Context: an optimization exercise on an open-source flow, tuned for small area. The choices shown serve that exercise and are no tape-out recipe. In this exercise RTL edits were held to simulation tests only and were not proved equivalent to the original. The clock port is modelled as an ideal driver; clocking choices that lean on that would not hold on a real chip. Power figures rest on the tool's default switching activity, not on a simulated workload.

==> flow/design.v <==
module Processing_Element (clk, g, gn, inA, inB, outA, outB, out);
input [7:0] inA, inB;
input clk, g, gn;
output reg [7:0] outA, outB;
output reg [15:0] out;
always @(posedge clk) begin
  outA <= inA;
  outB <= inB;
end
wire [63:0] p;                            
genvar i, j;
generate for (i = 0; i < 8; i = i + 1) begin : g_i
  for (j = 0; j < 8; j = j + 1) begin : g_j
    NOR2 u_p (inA[i], inB[j], p[8*i+j]);
  end
end endgenerate
  wire n1, n2;
  HA u_n1 (out[5], p[5], n1, n2);
  wire n3, n4;
  FA u_n3 (out[6], p[6], p[13], n3, n4);
  wire n5, n6;
  HA u_n5 (p[20], p[27], n5, n6);
  wire n7, n8;
  FA u_n7 (out[7], p[7], p[14], n7, n8);
  wire n9, n10;
  FA u_n9 (p[21], p[28], p[35], n9, n10);
  wire n11, n12;
  HA u_n11 (p[42], p[49], n11, n12);
  wire n13, n14;
  FA u_n13 (out[8], p[15], p[22], n13, n14);
  wire n15, n16;
  FA u_n15 (p[29], p[36], p[43], n15, n16);
  wire n17, n18;
  HA u_n17 (p[50], p[57], n17, n18);
  wire n19, n20;
  FA u_n19 (out[9], p[23], p[30], n19, n20);
  wire n21, n22;
  FA u_n21 (p[37], p[44], p[51], n21, n22);
  wire n23, n24;
  FA u_n23 (out[10], p[31], p[38], n23, n24);
  wire n25, n26;
  HA u_n25 (out[3], p[3], n25, n26);
  wire n27, n28;
  FA u_n27 (out[4], p[4], p[11], n27, n28);
  wire n29, n30;
  HA u_n29 (p[18], p[25], n29, n30);
  wire n31, n32;
  FA u_n31 (p[12], p[19], p[26], n31, n32);
  wire n33, n34;
  FA u_n33 (p[33], p[40], n1, n33, n34);
  wire n35, n36;
  FA u_n35 (p[34], p[41], p[48], n35, n36);
  wire n37, n38;
  FA u_n37 (n2, n5, n3, n37, n38);
  wire n39, n40;
  FA u_n39 (p[56], n6, n11, n39, n40);
  wire n41, n42;
  FA u_n41 (n4, n7, n9, n41, n42);
  wire n43, n44;
  FA u_n43 (n12, n17, n8, n43, n44);
  wire n45, n46;
  FA u_n45 (n10, n13, n15, n45, n46);
  wire n47, n48;
  FA u_n47 (p[58], n18, n14, n47, n48);
  wire n49, n50;
  FA u_n49 (n16, n19, n21, n49, n50);
  wire n51, n52;
  FA u_n51 (p[45], p[52], p[59], n51, n52);
  wire n53, n54;
  FA u_n53 (n20, n22, n23, n53, n54);
  wire n55, n56;
  FA u_n55 (out[11], p[39], p[46], n55, n56);
  wire n57, n58;
  FA u_n57 (p[53], p[60], n24, n57, n58);
  wire n59, n60;
  FA u_n59 (out[12], p[47], p[54], n59, n60);
  wire n61, n62;
  HA u_n61 (out[2], p[2], n61, n62);
  wire n63, n64;
  FA u_n63 (p[10], p[17], p[24], n63, n64);
  wire n65, n66;
  FA u_n65 (p[32], n26, n29, n65, n66);
  wire n67, n68;
  FA u_n67 (n30, n28, n31, n67, n68);
  wire n69, n70;
  FA u_n69 (n32, n35, n34, n69, n70);
  wire n71, n72;
  FA u_n71 (n36, n39, n38, n71, n72);
  wire n73, n74;
  FA u_n73 (n40, n43, n42, n73, n74);
  wire n75, n76;
  FA u_n75 (n44, n47, n46, n75, n76);
  wire n77, n78;
  FA u_n77 (n51, n48, n50, n77, n78);
  wire n79, n80;
  FA u_n79 (n52, n55, n54, n79, n80);
  wire n81, n82;
  FA u_n81 (p[61], n56, n59, n81, n82);
  wire n83, n84;
  FA u_n83 (out[13], p[55], p[62], n83, n84);
  wire n85, n86;
  HA u_n85 (out[1], p[1], n85, n86);
  wire n87, n88;
  FA u_n87 (p[9], p[16], n61, n87, n88);
  wire n89, n90;
  FA u_n89 (n62, n25, n63, n89, n90);
  wire n91, n92;
  FA u_n91 (n64, n27, n65, n91, n92);
  wire n93, n94;
  FA u_n93 (n66, n33, n67, n93, n94);
  wire n95, n96;
  FA u_n95 (n68, n37, n69, n95, n96);
  wire n97, n98;
  FA u_n97 (n41, n70, n71, n97, n98);
  wire n99, n100;
  FA u_n99 (n45, n72, n73, n99, n100);
  wire n101, n102;
  FA u_n101 (n49, n74, n75, n101, n102);
  wire n103, n104;
  FA u_n103 (n53, n76, n77, n103, n104);
  wire n105, n106;
  FA u_n105 (n57, n78, n79, n105, n106);
  wire n107, n108;
  FA u_n107 (n58, n81, n80, n107, n108);
  wire n109, n110;
  FA u_n109 (n60, n83, n82, n109, n110);
  wire n111, n112;
  FA u_n111 (out[14], p[63], n84, n111, n112);
  wire n113, n114;
  HA u_n113 (out[0], p[0], n113, n114);
  wire n115, n116;
  FA u_n115 (p[8], n114, n85, n115, n116);
  wire n117, n118;
  FA u_n117 (n86, n116, n87, n117, n118);
  wire n119, n120;
  FA u_n119 (n88, n89, n118, n119, n120);
  wire n121, n122;
  FA u_n121 (n90, n91, n120, n121, n122);
  wire n123, n124;
  FA u_n123 (n92, n93, n122, n123, n124);
  wire n125, n126;
  FA u_n125 (n94, n95, n124, n125, n126);
  wire n127, n128;
  FA u_n127 (n96, n97, n126, n127, n128);
  wire n129, n130;
  FA u_n129 (n98, n99, n128, n129, n130);
  wire n131, n132;
  HA u_n131 (n100, n101, n131, n132);
  wire n133;
  XNOR2 u_n133 (n131, n130, n133);
  wire n134;
  AOI21 u_n134 (n131, n130, n132, n134);
  wire n135;
  XNOR2 u_n135 (n102, n103, n135);
  wire n136;
  NAND2 u_n136 (n102, n103, n136);
  wire n137;
  XNOR2 u_n137 (n135, n134, n137);
  wire n138;
  OAI21 u_n138 (n135, n134, n136, n138);
  wire n139, n140;
  HA u_n139 (n104, n105, n139, n140);
  wire n141;
  XNOR2 u_n141 (n139, n138, n141);
  wire n142;
  AOI21 u_n142 (n139, n138, n140, n142);
  wire n143;
  XNOR2 u_n143 (n106, n107, n143);
  wire n144;
  NAND2 u_n144 (n106, n107, n144);
  wire n145;
  XNOR2 u_n145 (n143, n142, n145);
  wire n146;
  OAI21 u_n146 (n143, n142, n144, n146);
  wire n147, n148;
  HA u_n147 (n108, n109, n147, n148);
  wire n149;
  XNOR2 u_n149 (n147, n146, n149);
  wire n150;
  AOI21 u_n150 (n147, n146, n148, n150);
  wire n151;
  XNOR2 u_n151 (n110, n111, n151);
  wire n152;
  NAND2 u_n152 (n110, n111, n152);
  wire n153;
  XNOR2 u_n153 (n151, n150, n153);
  wire n154;
  OAI21 u_n154 (n151, n150, n152, n154);
  wire n155;
  XOR2 u_n155 (out[15], n112, n155);
  wire n156;
  XNOR2 u_n156 (n155, n154, n156);
wire [15:0] d;
  AND2 u_d0 (n113, g, d[0]);
  AND2 u_d1 (n115, g, d[1]);
  AND2 u_d2 (n117, g, d[2]);
  AND2 u_d3 (n119, g, d[3]);
  AND2 u_d4 (n121, g, d[4]);
  AND2 u_d5 (n123, g, d[5]);
  AND2 u_d6 (n125, g, d[6]);
  AND2 u_d7 (n127, g, d[7]);
  AND2 u_d8 (n129, g, d[8]);
  NOR2 u_d9 (n133, gn, d[9]);
  NOR2 u_d10 (n137, gn, d[10]);
  NOR2 u_d11 (n141, gn, d[11]);
  NOR2 u_d12 (n145, gn, d[12]);
  NOR2 u_d13 (n149, gn, d[13]);
  NOR2 u_d14 (n153, gn, d[14]);
  NOR2 u_d15 (n156, gn, d[15]);
always @(posedge clk) out <= d;
endmodule
module FA (a, b, c, s, co);
input a, b, c;
output s, co;
assign s = a ^ b ^ c;
assign co = (a & b) | (c & (a ^ b));
endmodule
module HA (a, b, s, co);
input a, b;
output s, co;
assign s = a ^ b;
assign co = a & b;
endmodule
module NOR2 (a, b, y);
input a, b;
output y;
assign y = ~(a | b);
endmodule
module NAND2 (a, b, y);
input a, b;
output y;
assign y = ~(a & b);
endmodule
module XOR2 (a, b, y);
input a, b;
output y;
assign y = a ^ b;
endmodule
module XNOR2 (a, b, y);
input a, b;
output y;
assign y = ~(a ^ b);
endmodule
module AND2 (a, b, y);
input a, b;
output y;
assign y = a & b;
endmodule
module AOI21 (a1, a2, b1, y);
input a1, a2, b1;
output y;
assign y = ~((a1 & a2) | b1);
endmodule
module OAI21 (a1, a2, b1, y);
input a1, a2, b1;
output y;
assign y = ~((a1 | a2) & b1);
endmodule
module systolic_array # (parameter N = 8) (clk, reset, inA, inB, out);
input [N*8-1:0] inA, inB;
input clk, reset;
output [(N**2)*16-1:0] out;
wire [N*8-1:0] stageA [N:0];
wire [N*8-1:0] stageB [N:0];
assign stageA[0] = ~inA;
assign stageB[0] = ~inB;
reg [N-1:1] v;
always @(posedge clk) begin
  if (reset) v <= 0;
  else v <= {v[N-2:1], 1'b1};
end
wire [N-1:0] g = {v, 1'b1} & {N{~reset}};
wire [N-1:0] gn = ~g;
genvar i, j;
generate
  for (i = 0; i < N; i = i + 1) begin : row
    for (j = 0; j < N; j = j + 1) begin : col
      Processing_Element PE1 (clk, g[(i > j) ? i : j], gn[(i > j) ? i : j],
        stageA[j][i*8+7:i*8], stageB[i][j*8+7:j*8],
        stageA[j+1][i*8+7:i*8], stageB[i+1][j*8+7:j*8],
        out[16*(N*i+j)+15 : 16*(N*i+j)]);
    end
  end
endgenerate
endmodule
==> flow/flow/run.sh <==
#!/bin/bash
set -euo pipefail
bash standard.sh \
  "BUFFER_PORTS_ARGS=-buffer_cell sky130_fd_sc_hd__buf_1" \
  "CTS_ARGS=-sink_clustering_enable -repair_clock_nets -dont_use_dummy_load -sink_clustering_size 30 -sink_clustering_max_diameter 70" \
  "POST_CTS_TCL=$PWD/flow/post_cts.tcl" \
  finish > make_finish.log 2>&1
==> flow/flow/post_cts.tcl <==
# Downsize gates on paths with slack to spare, then repair slew and
# capacitance and legalize again.
estimate_parasitics -placement
repair_timing -recover_power 100 -slack_margin 0.2 -verbose
repair_design -cap_margin 20 -slew_margin 20 -verbose
detailed_placement
check_placement -verbose
==> flow/standard.sh <==
#!/bin/bash
# synth_recipe.tcl (not shown) runs the flow's synth.tcl, then flattens the netlist and writes it again
# the make line also repeats each setting of config.mk as NAME=value (left out here)
make -C /OpenROAD-flow-scripts/flow DESIGN_CONFIG=/design/flow/config.mk WORK_HOME=/design/flow/orfs CLKGATE_MAP_FILE= SYNTH_SCRIPT=/design/flow/synth_recipe.tcl "${@:-finish}"
==> flow/config.mk <==
export PLATFORM = sky130hd
export DESIGN_NAME = systolic_array
export DESIGN_NICKNAME = systolic_array
export VERILOG_FILES = /design/flow/design.v
export SDC_FILE = /design/flow/constraint.sdc
export NUM_CORES = 4
export LEC_CHECK = 0
export CAP_MARGIN = 20
export CORE_MARGIN = 2
export CORE_UTILIZATION = 60
export SLEW_MARGIN = 20
export SYNTH_HIERARCHICAL = 1
export SYNTH_MINIMUM_KEEP_SIZE = 0
==> flow/constraint.sdc <==
create_clock -name core_clock -period 6.0 [get_ports {clk}]
set_input_delay 1.2000 -clock core_clock [delete_from_list [all_inputs] [get_ports {clk}]]
set_output_delay 1.2000 -clock core_clock [all_outputs]
set_load 0.01 [all_outputs]
==> results of run 1 <==
[worst max-delay path, cell delays in order (launching register included)]
cell                      delay (ns)
sky130_fd_sc_hd__dfxtp_1        0.66
sky130_fd_sc_hd__nor2_1         0.11
sky130_fd_sc_hd__ha_1           0.30
sky130_fd_sc_hd__fa_1           0.39
sky130_fd_sc_hd__fa_1           0.42
sky130_fd_sc_hd__fa_1           0.39
sky130_fd_sc_hd__fa_1           0.38
sky130_fd_sc_hd__fa_1           0.39
sky130_fd_sc_hd__fa_1           0.41
sky130_fd_sc_hd__fa_1           0.40
sky130_fd_sc_hd__fa_1           0.42
sky130_fd_sc_hd__a21oi_1        0.23
sky130_fd_sc_hd__o21ai_0        0.21
sky130_fd_sc_hd__a21oi_2        0.21
sky130_fd_sc_hd__o21ai_0        0.20
sky130_fd_sc_hd__a21oi_2        0.22
sky130_fd_sc_hd__o21ai_0        0.13
sky130_fd_sc_hd__xnor2_1        0.18
sky130_fd_sc_hd__nor2_1         0.05
[flip-flops by register name, indices dropped and copies added, names as in the netlist]
register and cells:
row.col.PE1.outB 448, row.col.PE1.outA 448, row.col.PE1.out 1024, v 7
[worst max-delay path by stage]
| stage | to | cells after the start | slack [ns] | startpoint |
|---|---|---|---|---|
| after floorplan | row[0].col[7].PE1.out[15]$_DFF_P_ | 19 | -0.02 | inB[58] |
| after global placement | row[0].col[0].PE1.out[15]$_DFF_P_ | 20 | -0.34 | inA[0] |
| after detailed placement | row[0].col[6].PE1.out[15]$_DFF_P_ | 20 | -0.44 | inB[50] |
| after global routing | row[1].col[1].PE1.out[15]$_DFF_P_ | 18 | -0.0007 | row[0].col[1].PE1.outB[2]$_DFF_P_ |
| final | row[1].col[6].PE1.out[15]$_DFF_P_ | 18 | 0.19 | row[0].col[6].PE1.outB[1]$_DFF_P_ |
[power breakdown]
group	internal [mW]	switching, mW
Sequential	13.5	1.30
Clock	4.57	4.67
Combinational	12.5	13.3
Total	30.6	19.3
[layout make-up]
cell class | instances | area [µm²] | share of cell area
diodes | 3 | 7.507 | 0.00004528
clock buffers | 156 | 3904 | 0.02355
inverters | 129 | 504.2 | 0.003042
multi-input cells | 10770 | 111500 | 0.6725
flip-flops and latches | 1927 | 38660 | 0.2332
well taps | 3348 | 4189 | 0.02527
repair buffers | 1624 | 7037 | 0.04245
[layer usage]
layer,track usage,part of all wire
met1,0.4296,0.38
met2,0.5344,0.46
met3,0.09858,0.085
met4,0.2142,0.077
met5,0,0.000031
[stage by stage]
| step | hold slack [ns] | power, mW | setup TNS (ns) | cell area, µm² |
|---|---|---|---|---|
| global placement | 0.4113 | 40.68 | -4.850 | 162900 |
| detailed placement | 0.4043 | 41.41 | -9.145 | 163000 |
| floorplan | 0.4216 | 34.90 | -0.01873 | 150800 |
| global route | 0.4061 | 54.18 | -0.0006626 | 165800 |
| finish | 0.3937 | 49.89 | 0 | 165800 |
[placed cells by master (no fill, tap or decap), types with 3 or more instances in the layout]
cell,count
sky130_fd_sc_hd__a21oi_2,123
sky130_fd_sc_hd__clkbuf_16,156
sky130_fd_sc_hd__nor2_1,4543
sky130_fd_sc_hd__dfxtp_1,1860
sky130_fd_sc_hd__dfxtp_2,67
sky130_fd_sc_hd__nor2b_4,4
sky130_fd_sc_hd__ha_1,768
sky130_fd_sc_hd__inv_1,120
sky130_fd_sc_hd__buf_4,166
sky130_fd_sc_hd__clkinvlp_4,4
sky130_fd_sc_hd__fa_1,3584
sky130_fd_sc_hd__nand2b_4,4
sky130_fd_sc_hd__nor2b_1,8
sky130_fd_sc_hd__buf_1,769
sky130_fd_sc_hd__and2_1,534
sky130_fd_sc_hd__nand2_1,192
sky130_fd_sc_hd__xor2_1,64
sky130_fd_sc_hd__diode_2,3
sky130_fd_sc_hd__xnor2_1,640
sky130_fd_sc_hd__o21ai_0,171
sky130_fd_sc_hd__clkbuf_1,617
sky130_fd_sc_hd__and2_0,42
sky130_fd_sc_hd__clkbuf_4,37
sky130_fd_sc_hd__a21oi_1,69
sky130_fd_sc_hd__o21ai_1,21
sky130_fd_sc_hd__clkinvlp_2,4
sky130_fd_sc_hd__buf_12,6
sky130_fd_sc_hd__clkbuf_2,27
==> run summary, run 1 <==
- The gate count after technology mapping is approximately 13000.
- For the worst-skew pair, the clock arrives at the later sink with an insertion delay of about 0.86 ns.
- The number of setup violations in the final report is 0.
- The highest clock frequency the design can meet is 172.1 MHz.
- The required time at the endpoint of the critical path is 6.74 ns.
- The path class of the lowest-slack min-delay path is flop to flop.
- Entering global routing, the biggest net connects ~70 pins.
- In this run the static leakage power is approximately 75 nW.
- The post-placement worst setup slack is -0.4395 ns.
- Of the cells placed in the final design, the portion with a size suffix greater than 1 is 0.04135.
- For this block, the routed nets add up to around 420 mm of wire.
- Using the TritonRoute via totals, the vias-per-cell ratio works out to ~5.6.
- The minimum clock period is just under 6 ns.
- The endpoint arrival time on the critical path is 6.55 ns.
- The count of synthesis-stage warnings from yosys is 8.
- The clock sink total is a little under 2000.
- The number of global-route vias before repair was ~110k.
- The worst setup slack after layout is 0.1892 ns.
- The count of nets left with antenna violations once routing finished came out at 0.
- The weighted congestion reported at the end of routability-driven placement is between 0.9 and 1.
- The sort of element at the start of the critical path is a flop.
- The worst reg-to-reg setup slack is between 0.15 and 0.2 ns.
- The final net count is approximately 19000.
- The post-route fraction of the period consumed by the critical path is 0.9685.
- The height of the chip is 505.3 µm.
- The synthesized area per cell is about 12 µm².
- The number of top-level pins is roughly 1200.
- The flow ran to the end and the layout has no timing, DRC or antenna violations.
- The highest net fanout along the worst path is 9.
- The total core area is roughly 250000 µm².
- The die footprint is between 200000 and 300000 µm².
- The worst pin sits at a relative slew slack of 0.2847.
- The violation count after the first detailed-routing iteration is slightly above 6000.
- The max capacitance violation total is 0.
- The endpoint of the most critical register-to-register path is row[1].col[6].PE1.out[15]$_DFF_P_.
- The count of cells in the finished layout, fillers not included, comes to approximately 18000.
- The synthesis-to-layout area growth is 9.968%.
- The number of antenna violations at the first check in global routing is 10.
- The HPWL after detailed placement is between 300 and 400 mm.
- Across every metal layer, demand over resource in global routing totals 0.3449.
- The total nets after synthesis is roughly 17000.
- The type of the worst setup path is flop to flop.
- Measured in cells, the most critical reg-to-reg path has a length of 18.
- In this run the critical register-to-register path is launched from row[0].col[6].PE1.outB[1]$_DFF_P_.
- The total congestion overflow is 0.
- The count of final max-slew check failures is 0.
- The final route contains 100100 vias.
- The DRC violations left is 0.
- The floorplan has 184 rows.
- The clock tree from TritonCTS is yes.
- The die is 505.3 µm wide.
- The worst hold path begins at row[5].col[3].PE1.outB[2]$_DFF_P_.
- The actual transition at the worst max-transition pin is about 1.1 ns.
- The number of detailed-route iterations in the first pass is 5.
- The worst supply voltage drop on vdd is between 0.4 and 0.5 mV.
- After clock tree synthesis, the clock-pin slew on the worst setup and hold paths is around 0.1 ns.
- The total standard cell area after synthesis is between 150000 and 200000 µm².
- For this configuration, the core starts out at a cell density of 0.6013.
- The first global-routing pass estimated 670.9 mm of wire.
- The count of filler cells inserted in the layout is 19920.
- The final setup skew is 0.08523 ns.
- The hold violation count in the final report came to 0.
- For this design the ratio of total power to cell area is between 300 and 400 nW/µm².
- Input and output buffers added on the ports amount to 1153.
- Dividing the detail-routed wire length by the instance count gives 23.59 µm.
- Including well taps, the total number of placed cells is around 18000.
- The type of element capturing the critical path is a flop.
- Once layout is complete, the utilization of the core stands at 0.6613.
- Along the worst hold path, the cell count comes to 0.
- The end point of the worst hold path is row[6].col[3].PE1.outB[2]$_DFF_P_.
==> run 2: changes to the inputs <==
--- a/flow/flow/post_cts.tcl
+++ b/flow/flow/post_cts.tcl
@@ -3,3 +3,3 @@
 estimate_parasitics -placement
-repair_timing -recover_power 100 -slack_margin 0.2 -verbose
+repair_timing -recover_power 100 -slack_margin 0.1 -verbose
 repair_design -cap_margin 20 -slew_margin 20 -verbose
==> run 2 against run 1 <==
Still clean; area after synthesis did not move; global-route usage unchanged; sequential cell count did not move; non-clock buffer count did not move; clock power hardly changed; die area stayed put; worst setup slack unchanged; critical endpoint unchanged; largest power group unchanged; highest routed layer unchanged.
==> run summary, run 2 <==
- The run finished with no timing, DRC or antenna violations.
- The library cell used most frequently in the layout, excluding fill and tap cells, is sky130_fd_sc_hd__nor2_1.
- The total core area is 250700 µm².
- In the final routed layout, each cell accounts on average for roughly 24 µm.
- In this run the worst hold path is classified as flop to flop.
- The floorplan has between 150 and 200 rows.
- The synthesized area per cell is around 12 µm².
- The count of synthesis-stage warnings from yosys is 8.
- The number of antenna violations at the first check in global routing came to 10.
- The met2 wirelength from detailed routing is 195.1 mm.
- The max capacitance violation total is 0.
- Clock skew on the completed layout was measured at 0.08523 ns.
- The first global-routing pass estimated 670.9 mm of wire.
- The setup path with the least slack is of type flop to flop.
- The violation count after the first detailed-routing iteration is just over 6000.
- The clock latency on the worst-skew pair is approximately 0.86 ns.
- Dividing total power by cell area gives a power density of 300.9 nW/µm².
- Of all nets on the critical path, the largest fanout is 9.
- TritonCTS built the clock tree.
- The cell count after placement is approximately 18000.
- The number of standard cells in the final layout excluding fillers is roughly 18000.
- The count of final max-slew check failures is 0.
- After detailed routing, no signal wire sits above met5.
- Setup violations remaining at the end of the flow were counted as 0.
- On the worst path, the slowest cell contributes a delay of approximately 0.66 ns.
- The kind of cell with the highest combined delay along the critical path is adder cells.
- Adding up every negative setup slack in the final design gives 0 ns.
- The final route contains roughly 100k vias.
- For this run, the total global-route usage over all layers was measured as 0.3449.
- The routed design uses between 30 and 40 mm of met3 wire.
- The worst path needs 5.811 ns of the cycle, external delays included.
- After technology mapping, the gate count stands at 12830.
- The actual transition at the worst max-transition pin is 1.073 ns.
- The design draws 49.89 mW.
- The signal on the critical path passes through nor2_1, ha_1, fa_1, fa_1, fa_1, fa_1, fa_1, fa_1, fa_1, fa_1, a21oi_1, o21ai_0, a21oi_2, o21ai_0, a21oi_2, o21ai_0, xnor2_1, nor2_1.
- The flip-flop count of the largest register, all copies and words added is approximately 1000.
- After global routing the overflow that remains totals 0.
- In the final layout, the share of cells above drive strength 1 is 0.04135.
- The master of the slowest instance on the critical path is sky130_fd_sc_hd__dfxtp_1.
- The initial utilization of the core area, before any placement, comes to 0.6013.
- The endpoint arrival time on the critical path is approximately 6.6 ns.
- STA classifies the critical path startpoint as a flop.
- The number of nets handed over by synthesis was 17310.
- The worst-case IR drop observed on VDD is between 0.4 and 0.5 mV.
- The weighted congestion reported at the end of routability-driven placement is about 1.
- The DRC violations left is 0.
- The pin count of the biggest net entering global routing is 72.
- The number of detailed-route iterations in the first pass is 5.
- Together, buffers and inverters on the worst path number 0.
- around 1200 I/O pins were placed.
- The count of nets left with antenna violations once routing finished came out at 0.
- The height of the chip is around 510 µm.
- In the final layout, the registers with the most flip-flops are row.col.PE1.out x1024, row.col.PE1.outA x448, row.col.PE1.outB x448.
- The HPWL after detailed placement is about 350 mm.
- The highest clock frequency the design can meet is 172.1 MHz.
- For this design the static power due to leakage is between 70 and 80 nW.
- The hold violation count in the final report is 0.
- Clock-pin slew was measured on the worst setup and hold paths at 0.10 ns.
- The post-placement worst setup slack is -0.4395 ns.
- The required time at the endpoint of the critical path is between 6 and 7 ns.
- The total length of routed wires is between 400 and 500 mm.
- In the layout the commonest cells are sky130_fd_sc_hd__nor2_1 (4543), sky130_fd_sc_hd__fa_1 (3584), sky130_fd_sc_hd__dfxtp_1 (1860).
- The synthesis-to-layout area growth is 9.968%.
- Dividing the final minimum period by the clock period gives 0.9685.
- The floorplan step defined a die boundary enclosing ~260000 µm².
- For this block, wires on met1 add up to 159.7 mm.
- The worst setup slack after layout is about 0.19 ns.
- The mean number of vias per cell is ~5.6.
- For this run, the share of the core covered by cells in the final layout is 0.6613.
- The clock net in this run drives a total of between 1500 and 2000 sinks.
- The total standard cell area after synthesis is 150800 µm².
- The type of element capturing the critical path is a flop.
- The count of buffers inserted at the top-level ports is 1153.
- Counting flops per register, the top entry is row.col.PE1.out.
- The final layout contains about 19000 nets.
- The die extent in x is between 500 and 600 µm.
- The number of global-route vias before repair is 114500.
- Headroom to the max-slew limit came out at 0.2847.
- Among the stages of the critical path, the cell type that occurs most often is sky130_fd_sc_hd__fa_1.
run 2: where the power goes:
part           switching (mW)  leakage, nW  internal [mW]
combinational            13.3         57.4           12.5
sequential               1.30         15.9           13.5
clock                    4.67         1.92           4.57
total                    19.3         75.2           30.6
run 2: final cells by class:
cell class	instances	area [µm²]
multi-input cells	10770	111500
repair buffers	1624	7037
well taps	3348	4189
inverters	129	504.2
fillers	19920	84930
clock buffers	156	3904
diodes	3	7.507
flip-flops and latches	1927	38660
run 2: worst paths after layout:
kind	from	endpoint	slack, ns	cells after the start
setup / recovery	row[0].col[6].PE1.outB[1]$_DFF_P_	row[1].col[6].PE1.out[15]$_DFF_P_	0.19	18
hold / removal	row[5].col[3].PE1.outB[2]$_DFF_P_	row[6].col[3].PE1.outB[2]$_DFF_P_	0.39	0
setup reg to reg	row[0].col[6].PE1.outB[1]$_DFF_P_	row[1].col[6].PE1.out[15]$_DFF_P_	0.19	18
hold reg to reg	row[5].col[3].PE1.outB[2]$_DFF_P_	row[6].col[3].PE1.outB[2]$_DFF_P_	0.39	0
run 2: through the flow:
stage	hold WS, ns	area [µm²]
after floorplan	0.4216	150800
after global placement	0.4113	162900
after detailed placement	0.4043	163000
after global routing	0.4061	165800
final	0.3937	165800
run 2: metal layers:
| layer | vias up | GRT usage |
|---|---|---|
| met3 | 860 | 0.09858 |
| met1 | 52530 | 0.4296 |
| met2 | 3426 | 0.5344 |
| met4 | 2 | 0.2142 |
| met5 | - | 0 |
| li1 | 43290 | - |
==> run 3: changes to the inputs <==
==> flow/flow/post_cts.tcl (replaced) <==
# Downsize gates on paths with slack to spare, then repair slew and
# capacitance and legalize again.
estimate_parasitics -placement
repair_timing -recover_power 100 -slack_margin 0.2 -verbose
repair_design -cap_margin 10 -slew_margin 10 -verbose
detailed_placement
check_placement -verbose
--- a/flow/config.mk
+++ b/flow/config.mk
@@ -7,6 +7,6 @@
 export LEC_CHECK = 0
-export CAP_MARGIN = 20
+export CAP_MARGIN = 10
 export CORE_MARGIN = 2
 export CORE_UTILIZATION = 60
-export SLEW_MARGIN = 20
+export SLEW_MARGIN = 10
 export SYNTH_HIERARCHICAL = 1
==> run 3 against run 2 <==
Final cell count about the same; combinational power about the same; critical path depth shrank 1; count of clock-buffer cells in the layout up 1; worst setup slack better by 0.013 ns; area after synthesis is the same; total power about the same; clock power about the same; via count shrank 0.19%; maximum frequency is 0.22% higher; critical path type unchanged.
==> run summary, run 3 <==
- The number of rows created at floorplan is approximately 180.
- The violation count after the first detailed-routing iteration is approximately 6200.
- The wire length per cell is roughly 24 µm.
- The worst hold path terminates at row[3].col[7].PE1.outB[2]$_DFF_P_.
- In the final layout, the registers with the most flip-flops are row.col.PE1.out x1024, row.col.PE1.outA x448, row.col.PE1.outB x448.
- The post-route fraction of the period consumed by the critical path is 0.9664.
- The count of buffers inserted at the top-level ports is approximately 1200.
- The effective utilization at floorplan is 0.6013.
- Setup slack on the worst reg-to-reg path comes out at about 0.20 ns.
- Clock tree synthesis found a total of approximately 1900 sinks.
- After the last flow step, the layout net total stands at about 19000.
- The number of setup violations in the final report is 0.
- The total core area is around 250000 µm².
- More flip-flops sit in one register than any other, and that register is row.col.PE1.out.
- The worst hold path was traced through 0 stages.
- The number of nets in the synthesized netlist is 17310.
- The number of cells on the worst reg-to-reg path is 17.
- For the pin with the worst max-slew slack, the measured transition is 1.146 ns.
- The sort of element at the start of the critical path is a flop.
- The register with the most flip-flops in the layout has just over 1000 of them.
- The synthesized area per cell is about 12 µm².
- The tool flagged a number of max-cap violations equal to 0.
- The hold violation count in the final report is 0.
- The type of the worst setup path is flop to flop.
- The mean number of vias per cell is ~5.6.
- The minimum clock period is 5.798 ns.
- The library cell used most frequently in the layout, excluding fill and tap cells, is sky130_fd_sc_hd__nor2_1.
- At the end of routability-driven placement, the weighted congestion stood at between 0.9 and 1.
- Static timing analysis puts the maximum clock frequency at around 170 MHz.
- The endpoint of the most critical register-to-register path is row[1].col[2].PE1.out[15]$_DFF_P_.
- Across the VDD grid, the largest voltage drop is 0.5233 mV.
- The count of final max-slew check failures is 0.
- Power spread over the standard cell area amounts to about 300 nW/µm².
- The type of element capturing the critical path is a flop.
- The number of detailed-route iterations in the first pass is 6.
- The library cells used most frequently in the layout, excluding fill and tap cells, are sky130_fd_sc_hd__nor2_1 (4544), sky130_fd_sc_hd__fa_1 (3584), sky130_fd_sc_hd__dfxtp_1 (1850).
- The pin count of the biggest net entering global routing is 84.
- The DRC violations left is 0.
- The total standard cell area after synthesis is between 150000 and 200000 µm².
- The ratio of cells with drive above 1 in the final layout is 0.04217.
- Measured along the x axis, the die boundary spans 505.3 µm.
- The count of synthesis-stage warnings from yosys is 8.
- The height of the chip is between 500 and 600 µm.
- The flow ran to the end and the layout has no timing, DRC or antenna violations.
- The die covers 255300 µm².
- In this run the count of I/O pins placed on the die edge is around 1200.
- Total power for the finished layout comes to approximately 50 mW.
- Measured against its own limit, the worst slew margin works out to 0.2360.
- The detailed router placed about 100000 vias in this run.
- Summed over all layers, the routed wires come to between 400 and 500 mm.
- The number of global-route vias before repair is approximately 110k.
- The total congestion overflow is 0.
- The clock slew at the register clock pins of the worst setup and hold paths is 0.09 ns.
- The endpoint arrival time on the critical path is about 6.5 ns.
- The first global-routing pass estimated 670.9 mm of wire.
- Between clock sinks in the finished design, the worst skew comes to roughly 0.085 ns.
- The leakage power is approximately 75 nW.
- In this run the most critical hold path is launched from row[2].col[7].PE1.outB[2]$_DFF_P_.
- The number of antenna violations at the first check in global routing is 7.
- The clock latency on the worst-skew pair is just under 0.9 ns.
- The path class of the lowest-slack min-delay path is flop to flop.
- The tightest hold path in the finished design has a slack of 0.3884 ns.
- The HPWL after detailed placement is roughly 350 mm.
- The highest net fanout along the worst path is 9.
- The worst register-to-register path begins at row[1].col[1].PE1.outA[2]$_DFF_P_.
- TritonCTS built the clock tree.
- The synthesis-to-layout area growth is 9.992%.
- Setup repair after global routing left no endpoint under its margin.
- The number of nets still failing antenna checks after routing is 0.
- In the global route stage, overall resource usage came out at 0.3452.
- The required time at the endpoint of the critical path is approximately 6.7 ns.
- The gate count after technology mapping is roughly 13000.
- The count of filler cells inserted in the layout is about 20000.
[run 3: how the worst max path moves through the flow]
stage                                       from                                end  cells past startpoint
2_1_floorplan                            inB[58]  row[0].col[7].PE1.out[15]$_DFF_P_                     19
3_3_place_gp                              inA[0]  row[0].col[0].PE1.out[15]$_DFF_P_                     20
3_5_place_dp                             inB[50]  row[0].col[6].PE1.out[15]$_DFF_P_                     20
5_1_grt        row[3].col[4].PE1.outA[0]$_DFF_P_  row[3].col[5].PE1.out[15]$_DFF_P_                     18
6_report       row[1].col[1].PE1.outA[2]$_DFF_P_  row[1].col[2].PE1.out[15]$_DFF_P_                     17
[run 3: final cells by class]
class	count	area, µm²	area share
Antenna cell	4	10.01	0.00006036
Clock buffer	157	3929	0.02369
Inverter	129	506.7	0.003056
Multi-Input combinational cell	10770	111500	0.6722
Sequential cell	1927	38670	0.2332
Tap cell	3348	4189	0.02526
Timing Repair Buffer	1624	7043	0.04247
[run 3: per-stage QoR]
step	cell area, µm²	instances	utilization	TNS [ns]	worst slack, ns
5_1_grt	165800	17960	0.6614	0	0.0006088
6_report	165800	17960	0.6614	0	0.2019
3_5_place_dp	162900	17800	0.6499	-9.737	-0.4420
3_3_place_gp	162900	17800	0.6499	-4.850	-0.3445
2_1_floorplan	150800	12830	-	-0.01873	-0.01873
[run 3: worst max-delay path, stage by stage, from the launching register on]
cell and delay [ns]:
sky130_fd_sc_hd__dfxtp_1 0.58, sky130_fd_sc_hd__nor2_1 0.11, sky130_fd_sc_hd__fa_1 0.56, sky130_fd_sc_hd__fa_1 0.45, sky130_fd_sc_hd__fa_1 0.43, sky130_fd_sc_hd__fa_1 0.41, sky130_fd_sc_hd__fa_1 0.42, sky130_fd_sc_hd__fa_1 0.41
sky130_fd_sc_hd__fa_1 0.43, sky130_fd_sc_hd__fa_1 0.43, sky130_fd_sc_hd__a21oi_1 0.26, sky130_fd_sc_hd__o21ai_0 0.22, sky130_fd_sc_hd__a21oi_2 0.22, sky130_fd_sc_hd__o21ai_1 0.13, sky130_fd_sc_hd__a21oi_1 0.24, sky130_fd_sc_hd__o21ai_1 0.13
sky130_fd_sc_hd__xnor2_1 0.19, sky130_fd_sc_hd__nor2_1 0.05
[run 3: per-layer routing]
| metal | GRT usage | share of wire | vias to the layer above |
|---|---|---|---|
| li1 | - | - | 43280 |
| met1 | 0.4311 | 0.38 | 52300 |
| met2 | 0.5334 | 0.46 | 3466 |
| met3 | 0.09998 | 0.086 | 856 |
| met4 | 0.2131 | 0.077 | 4 |
| met5 | 0 | 0.000052 | - |
[run 3: power breakdown]
part	internal, mW	total (mW)	switching (mW)
combinational	12.5	25.8	13.3
clock	4.59	9.26	4.67
sequential	13.5	14.8	1.29
total	30.6	49.9	19.3
==> run 4: changes to the inputs <==
==> flow/flow/run.sh (replaced) <==
#!/bin/bash
set -euo pipefail
bash standard.sh \
  "BUFFER_PORTS_ARGS=-buffer_cell sky130_fd_sc_hd__buf_1" \
  "CTS_ARGS=-sink_clustering_enable -repair_clock_nets -dont_use_dummy_load -sink_clustering_size 15 -sink_clustering_max_diameter 50 -buf_list sky130_fd_sc_hd__clkbuf_8" \
  "POST_CTS_TCL=$PWD/flow/post_cts.tcl" \
  finish > make_finish.log 2>&1
--- a/flow/flow/post_cts.tcl
+++ b/flow/flow/post_cts.tcl
@@ -4,3 +4,3 @@
 repair_timing -recover_power 100 -slack_margin 0.2 -verbose
-repair_design -cap_margin 10 -slew_margin 10 -verbose
+repair_design -cap_margin 20 -slew_margin 20 -verbose
 detailed_placement
--- a/flow/config.mk
+++ b/flow/config.mk
@@ -7,6 +7,6 @@
 export LEC_CHECK = 0
-export CAP_MARGIN = 10
+export CAP_MARGIN = 20
 export CORE_MARGIN = 2
 export CORE_UTILIZATION = 60
-export SLEW_MARGIN = 10
+export SLEW_MARGIN = 20
 export SYNTH_HIERARCHICAL = 1
==> run 4 against run 3 <==
Still clean; combinational power about the same; sequential power about the same; total power down 0.82%; global-route usage about the same; register-to-register slack about the same; largest cell class unchanged; highest routed layer unchanged.
==> run summary, run 4 <==
- The run finished with no timing, DRC or antenna violations.
- The worst supply voltage drop on vdd is about 0.43 mV.
- The total nets after synthesis is about 17000.
- The gate count after technology mapping is between 10000 and 15000.
- The hold violation count in the final report came to 0.
- The cell depth of the worst flop-to-flop path is 18.
- The number of setup violations in the final report is 0.
- In this design, the critical path's most frequently occurring cell is sky130_fd_sc_hd__fa_1.
- The count of cells in the finished layout, fillers not included, comes to 18090.
- Summed over all nets, the switching power comes to ~20 mW.
- Of the total power, the share spent switching nets is 0.3924.
- Ranked by flip-flop count, first place goes to row.col.PE1.out.
- The largest registers in the layout are row.col.PE1.out x1024, row.col.PE1.outA x448, row.col.PE1.outB x448.
- The end point of the worst hold path is row[7].col[2].PE1.outA[2]$_DFF_P_.
- The number of placed instances, taps included, is 17800.
- The weighted congestion reported at the end of routability-driven placement is ~0.97.
- The required time at the endpoint of the critical path is approximately 6.8 ns.
- After clock tree synthesis, the clock-pin slew on the worst setup and hold paths is ~0.09 ns.
- Of the cells placed in the final design, the portion with a size suffix greater than 1 is 0.04813.
- The endpoint arrival time on the critical path is roughly 6.6 ns.
- The library cell used most frequently in the layout, excluding fill and tap cells, is sky130_fd_sc_hd__nor2_1.
- The max-slew headroom at the worst pin is 0.3125.
- The final net count is between 15000 and 20000.
- The global router's overall resource usage is 0.3455.
- The startpoint identified for the worst register-to-register timing path is row[0].col[1].PE1.outB[1]$_DFF_P_.
- The detailed-route via count is 100800.
- The number of buffers and inverters on the critical path is 0.
- The worst register-to-register path ends at row[1].col[1].PE1.out[15]$_DFF_P_.
- The post-placement worst setup slack is -0.4395 ns.
- The share of total power dissipated in combinational logic is 0.521.
- In the layout the commonest cells are sky130_fd_sc_hd__nor2_1 (4544), sky130_fd_sc_hd__fa_1 (3584), sky130_fd_sc_hd__dfxtp_1 (1865).
- In this run the mean area of a mapped cell was roughly 12 µm².
- Clock skew on the completed layout was measured at 0.09822 ns.
- The cell depth of the worst min-delay path is 0.
- Entering global routing, the biggest net connects 72 pins.
- The type of the worst setup path is flop to flop.
- The synthesis-to-layout area growth is 9.897%.
- The number of detailed-route iterations in the first pass is 8.
- The die covers ~260000 µm².
- The number of antenna violations at the first check in global routing is 10.
- The leakage power is between 70 and 80 nW.
- The count of buffers inserted at the top-level ports is ~1200.
- Based on the critical path, the design can be clocked at up to about 170 MHz.
- The worst reg-to-reg setup slack is ~0.19 ns.
- The startpoint identified for the worst hold timing path is row[7].col[1].PE1.outA[2]$_DFF_P_.
- The number of top-level pins is roughly 1200.
- STA classifies the critical path startpoint as a flop.
- The total area inside the core boundary comes to 250700 µm².
- Traced cell by cell, the critical path runs through nor2_1, ha_1, fa_1, fa_1, fa_1, fa_1, fa_1, fa_1, fa_1, fa_1, a21oi_1, o21ai_0, a21oi_2, o21ai_1, a21oi_2, o21ai_1, xnor2_1, nor2_1.
- The worst setup slack after layout is around 0.19 ns.
- The total standard cell area after synthesis is 150800 µm².
- The slowest stage of the critical path is the sky130_fd_sc_hd__dfxtp_1 cell.
- After the first detailed-routing iteration, the DRC count stood at 6232.
- The mean number of vias per cell is roughly 5.6.
- After layout, the minimum clock period comes to a little under 6 ns.
- The total congestion overflow is 0.
- The delay of the slowest critical-path stage is roughly 0.55 ns.
- The global-route wire length before repair is ~670 mm.
- The number of nets still failing antenna checks after routing is 0.
- The power density normalized to cell area is 298.9 nW/µm².
- The clock drives ~1900 sinks.
- At the pin with the least slew margin, the transition time is 1.029 ns.
- The effective utilization at floorplan is 0.6013.
- The count of final max-slew check failures was 0.
- The number of global-route vias before repair is around 120k.
- For this run, design rule violations remaining after detail routing come to 0.
- For this run, the number of Yosys warnings is 8.
- The cell-internal power is around 30 mW.
- Of the total power, registers draw 0.300.
- TritonCTS built the clock tree.
- The floorplan step set the die height to between 500 and 600 µm.
- The type of element capturing the critical path is a flop.
- The HPWL after detailed placement is between 300 and 400 mm.
- The highest net fanout along the worst path is 9.
- The total length of routed wires is 425.8 mm.
- The die is between 500 and 600 µm wide.
- The clock latency on the worst-skew pair is around 0.99 ns.
- The critical path's top delay family is adder cells.
- Measured on the finished design, the core utilization comes to 0.6608.
- Dividing the final minimum period by the clock period gives 0.9688.
- Dividing the detail-routed wire length by the instance count gives about 24 µm.
- The portion of total power attributed to the clock network is 0.180.
- The min-delay analysis places its worst path in the category flop to flop.
- The number of rows created at floorplan is 184.
- The flip-flop count of the largest register, all copies and words added is around 1000.
- The max capacitance violation total is 0.
## run 4: cell type report
type                       instances  area (µm²)
fill                           20030       85030
inverter                         129       504.2
clock buffer                     276        3799
antenna                            9       22.52
multi-input combinational      10770      111500
tap                             3348        4189
timing repair buffer            1626        7052
sequential                      1927       38650
## run 4: power by group through the flow
stage               clock network [mW]  registers [mW]  logic, mW
global placement                     0            15.1       25.6
floorplan                            0            14.8       20.1
global route                      9.68            14.9       29.3
detailed placement                   0            15.1       26.3
finish                            8.91            14.8       25.8
## run 4: per-stage QoR
step           power (mW)  area (µm²)  hold WS, ns      TNS, ns
6_report            49.52      165700       0.3640            0
5_1_grt             53.91      165700       0.3586  -0.00009726
3_5_place_dp        41.41      163000       0.4043       -9.145
3_3_place_gp        40.68      162900       0.4113       -4.850
2_1_floorplan       34.90      150800       0.4216     -0.01873
## run 4: metal layers
| metal | vias to the layer above | GRT usage | part of all wire |
|---|---|---|---|
| li1 | 43530 | - | - |
| met1 | 52750 | 0.4296 | 0.38 |
| met2 | 3592 | 0.5355 | 0.46 |
| met3 | 905 | 0.1047 | 0.089 |
| met4 | 2 | 0.2064 | 0.074 |
| met5 | - | 0 | 0.000031 |
## run 4: how the worst max path moves through the flow
stage,slack (ns),end,cells past startpoint,from
floorplan,-0.02,row[0].col[7].PE1.out[15]$_DFF_P_,19,inB[58]
global placement,-0.34,row[0].col[0].PE1.out[15]$_DFF_P_,20,inA[0]
detailed placement,-0.44,row[0].col[6].PE1.out[15]$_DFF_P_,20,inB[50]
global route,-0.0001,row[4].col[3].PE1.out[15]$_DFF_P_,17,row[4].col[2].PE1.outA[2]$_DFF_P_
finish,0.19,row[1].col[1].PE1.out[15]$_DFF_P_,18,row[0].col[1].PE1.outB[1]$_DFF_P_
## run 4: worst reg2reg max path, stage by stage (launching register included)
cell,delay [ns]
sky130_fd_sc_hd__dfxtp_1,0.55
sky130_fd_sc_hd__nor2_1,0.10
sky130_fd_sc_hd__ha_1,0.30
sky130_fd_sc_hd__fa_1,0.41
sky130_fd_sc_hd__fa_1,0.46
sky130_fd_sc_hd__fa_1,0.43
sky130_fd_sc_hd__fa_1,0.39
sky130_fd_sc_hd__fa_1,0.42
sky130_fd_sc_hd__fa_1,0.41
sky130_fd_sc_hd__fa_1,0.40
sky130_fd_sc_hd__fa_1,0.42
sky130_fd_sc_hd__a21oi_1,0.27
sky130_fd_sc_hd__o21ai_0,0.21
sky130_fd_sc_hd__a21oi_2,0.20
sky130_fd_sc_hd__o21ai_1,0.15
sky130_fd_sc_hd__a21oi_2,0.21
sky130_fd_sc_hd__o21ai_1,0.11
sky130_fd_sc_hd__xnor2_1,0.17
sky130_fd_sc_hd__nor2_1,0.05
==> run 5: changes to the inputs <==
==> flow/flow/run.sh (replaced) <==
#!/bin/bash
set -euo pipefail
bash standard.sh \
  "BUFFER_PORTS_ARGS=-buffer_cell sky130_fd_sc_hd__buf_1" \
  "CTS_ARGS=-sink_clustering_enable -repair_clock_nets -dont_use_dummy_load -sink_clustering_size 30 -sink_clustering_max_diameter 70 -buf_list {sky130_fd_sc_hd__clkbuf_8 sky130_fd_sc_hd__clkbuf_16}" \
  "POST_CTS_TCL=$PWD/flow/post_cts.tcl" \
  finish > make_finish.log 2>&1
==> run 5 against run 4 <==
Still clean; non-clock buffer count fell by 2; design area barely moved; critical path depth did not move; synthesized cell count did not move; total power rose by 0.75%; global-route usage fell by 0.066 points; final cell count fell by 0.71%; largest power group unchanged.
==> run summary, run 5 <==
- The run finished with no timing, DRC or antenna violations.
- The count of buffers inserted at the top-level ports is 1153.
- In the final routed layout, each cell accounts on average for 23.59 µm.
- The clock slew at the register clock pins of the worst setup and hold paths is 0.10 ns.
- The number of nets still failing antenna checks after routing is 0.
- The HPWL after detailed placement is 352.4 mm.
- The die covers roughly 260000 µm².
- The power density normalized to cell area is 300.9 nW/µm².
- The pin count of the biggest net entering global routing is between 70 and 80.
- The register with the most flip-flops is row.col.PE1.out.
- The worst setup path is captured at a flop.
- Counting every net in the synthesized netlist gives approximately 17000.
- The hold violation count in the final report is 0.
- The share of total power dissipated in combinational logic is 0.518.
- The count of final max-slew check failures is 0.
- The synthesized area per cell is approximately 12 µm².
- The highest metal layer carrying signal wires in the routed design is met5.
- At the end of routability-driven placement, the weighted congestion stood at 0.9714.
- Internal power comes to ~31 mW.
- The worst register-to-register path begins at row[0].col[6].PE1.outB[1]$_DFF_P_.
- The routed wire length on met3 is roughly 36 mm.
- VDD sags by at most approximately 0.44 mV.
- The cell area reported after detailed placement is between 150000 and 200000 µm².
- The path class of the lowest-slack min-delay path is flop to flop.
- The largest registers in the layout are row.col.PE1.out x1024, row.col.PE1.outA x448, row.col.PE1.outB x448.
- The die is ~510 µm tall.
- The sum of negative setup slack is 0 ns.
- The synthesis-to-layout area growth is 9.968%.
- The highest clock frequency the design can meet is roughly 170 MHz.
- Clock latency on the worst-skew pair, taken at its later pin, is between 0.8 and 0.9 ns.
- For this run, the detailed router's first-pass iteration total came to 5.
- The final net count is 19090.
- The area used by sequential logic in the layout is a little under 40000 µm².
- For the pin with the worst max-slew slack, the measured transition is approximately 1.1 ns.
- In this run the core area contains 184 standard-cell rows.
- After detailed routing, the total wire length is approximately 420 mm.
- Counting the fill cells in the layout gives ~20000.
- The cell count after placement is 17800.
- The global-route wire length before repair is 670.9 mm.
- The required time at the endpoint of the critical path is 6.74 ns.
- The clock sink total is a little under 2000.
- The number of antenna violations at the first check in global routing is 10.
- In this run the worst setup path begins at row[0].col[6].PE1.outB[1]$_DFF_P_.
- The core region is roughly 250000 µm².
- Across the routed clock network, the largest skew measured is between 0.08 and 0.09 ns.
- The flip-flop count of the largest register, all copies and words added is about 1000.
- The gate count after technology mapping is 12830.
- The number of global-route vias before repair is between 100k and 150k.
- The minimum clock period is between 5 and 6 ns.
- Of all nets on the critical path, the largest fanout is 9.
- For this configuration, the core starts out at a cell density of 0.6013.
- The hold path startpoint is row[5].col[3].PE1.outB[2]$_DFF_P_.
- TritonCTS built the clock tree.
- The share of total power dissipated in sequential elements is 0.297.
- The DRC violations left is 0.
- The die extent in x is between 500 and 600 µm.
- In the layout the commonest cells are sky130_fd_sc_hd__nor2_1 (4543), sky130_fd_sc_hd__fa_1 (3584), sky130_fd_sc_hd__dfxtp_1 (1860).
- Summed over all cells, the static leakage comes to 75.21 nW.
- The ratio of cells with drive above 1 in the final layout is 0.04135.
- In the routed layout, each cell is associated on average with a via count of 5.574.
- After the flow finishes, the layout carries non-filler instances totaling between 15000 and 20000.
- The violation count after the first detailed-routing iteration is approximately 6200.
- Global routing finished with a remaining overflow of 0.
- The final cell area excluding filler cells is between 150000 and 200000 µm².
- The count of synthesis-stage warnings from yosys is 8.
- The routed layout has ~100k vias.
- Of the total power, the clock network draws 0.185.
- Setup violations remaining at the end of the flow were counted as 0.
- Wire segments on met2 add up to ~200 mm in the final route.
- Summed over all nets, the switching power comes to roughly 19 mW.
- The total standard cell area after synthesis is approximately 150000 µm².
- The type of the worst setup path is flop to flop.
- The number of top-level pins is 1154.
- The endpoint arrival time on the critical path is 6.55 ns.
- STA classifies the critical path startpoint as a flop.
- The multi-input combinational cells in the finished layout cover a total of 111500 µm².
- The switching share of power is 0.3866.
- For this run, the total global-route usage over all layers was measured as 0.3449.
- In this run the tightest slew margin relative to its limit is 0.2847.
- The max capacitance violation total is 0.
- The library cell used most frequently in the layout, excluding fill and tap cells, is sky130_fd_sc_hd__nor2_1.
- Dividing the final minimum period by the clock period gives 0.9685.
- For this block, wires on met1 add up to ~160 mm.
[run 5: metal layers]
metal / global-route usage / up-vias
li1: - / 43290
met1: 0.4296 / 52530
met2: 0.5344 / 3426
met3: 0.09858 / 860
met4: 0.2142 / 2
met5: 0 / -
[run 5: path summary, 6_finish.rpt]
kind | end | cells after the start | slack [ns]
min | row[6].col[3].PE1.outB[2]$_DFF_P_ | 0 | 0.39
min reg2reg | row[6].col[3].PE1.outB[2]$_DFF_P_ | 0 | 0.39
max | row[1].col[6].PE1.out[15]$_DFF_P_ | 18 | 0.19
max reg2reg | row[1].col[6].PE1.out[15]$_DFF_P_ | 18 | 0.19
[run 5: cell type report]
cell class	count	area share
Inverter	129	0.003042
Sequential cell	1927	0.2332
Multi-Input combinational cell	10770	0.6725
Tap cell	3348	0.02527
Timing Repair Buffer	1624	0.04245
Clock buffer	156	0.02355
Antenna cell	3	0.00004528
[run 5: metrics by stage]
stage          setup slack [ns]    util  power (mW)  hold slack (ns)
5_1_grt              -0.0006626  0.6612       54.18           0.4061
3_3_place_gp            -0.3445  0.6499       40.68           0.4113
3_5_place_dp            -0.4395  0.6500       41.41           0.4043
2_1_floorplan          -0.01873       -       34.90           0.4216
6_report                 0.1892  0.6613       49.89           0.3937
[run 5: power groups by stage]
| stage | Sequential [mW] | Clock [mW] | Combinational, mW |
|---|---|---|---|
| 6_report | 14.8 | 9.24 | 25.8 |
| 5_1_grt | 14.9 | 9.90 | 29.3 |
| 3_5_place_dp | 15.1 | 0 | 26.3 |
| 3_3_place_gp | 15.1 | 0 | 25.6 |
| 2_1_floorplan | 14.8 | 0 | 20.1 |
[run 5: critical path: stages, from the launching register on]
cell and delay (ns):
sky130_fd_sc_hd__dfxtp_1 0.66, sky130_fd_sc_hd__nor2_1 0.11, sky130_fd_sc_hd__ha_1 0.30, sky130_fd_sc_hd__fa_1 0.39
sky130_fd_sc_hd__fa_1 0.42, sky130_fd_sc_hd__fa_1 0.39, sky130_fd_sc_hd__fa_1 0.38, sky130_fd_sc_hd__fa_1 0.39
sky130_fd_sc_hd__fa_1 0.41, sky130_fd_sc_hd__fa_1 0.40, sky130_fd_sc_hd__fa_1 0.42, sky130_fd_sc_hd__a21oi_1 0.23
sky130_fd_sc_hd__o21ai_0 0.21, sky130_fd_sc_hd__a21oi_2 0.21, sky130_fd_sc_hd__o21ai_0 0.20, sky130_fd_sc_hd__a21oi_2 0.22
sky130_fd_sc_hd__o21ai_0 0.13, sky130_fd_sc_hd__xnor2_1 0.18, sky130_fd_sc_hd__nor2_1 0.05

## static timing again, ports no longer ideal
The results above use ideal ports. As a check the final layouts listed here were re-extracted and re-timed, cells and wires unchanged. Step 1, drivers: a clkbuf_16 drives clk and a buf_2 each remaining input, both assumed. Step 2 times the ports against the registers' clock, not the clock port: input delays grow and output delays shrink by t, the midpoint of the rising clock arrivals with the driver on. a / b / c = ideal ports / drivers / drivers and shift; a / b = the first two.
| run | t, ns | setup WS [ns] | hold WS [ns] | slew at the worst register clock pin (ns) | cell pins on the clock port's net |
|---|---|---|---|---|---|
| run 1 | 0.919 | 0.189 / 0.189 / -0.618 | 0.394 / 0.394 / 0.394 | 0.10 / 0.10 | 1 |
| run 2 | 0.919 | 0.189 / 0.189 / -0.618 | 0.394 / 0.394 / 0.394 | 0.10 / 0.10 | 1 |
| run 3 | 0.938 | 0.202 / 0.202 / -0.662 | 0.388 / 0.388 / 0.388 | 0.11 / 0.11 | 1 |
| run 4 | 1.058 | 0.187 / 0.187 / -0.757 | 0.364 / 0.345 / 0.364 | 0.09 / 0.09 | 1 |
| run 5 | 0.919 | 0.189 / 0.189 / -0.618 | 0.394 / 0.394 / 0.394 | 0.10 / 0.10 | 1 |
Met with ideal ports but missed after step 2: setup timing in every run listed. The setup slack of run 4, which loses most, moves by 0.000 ns with the drivers and by -0.944 ns with both steps.
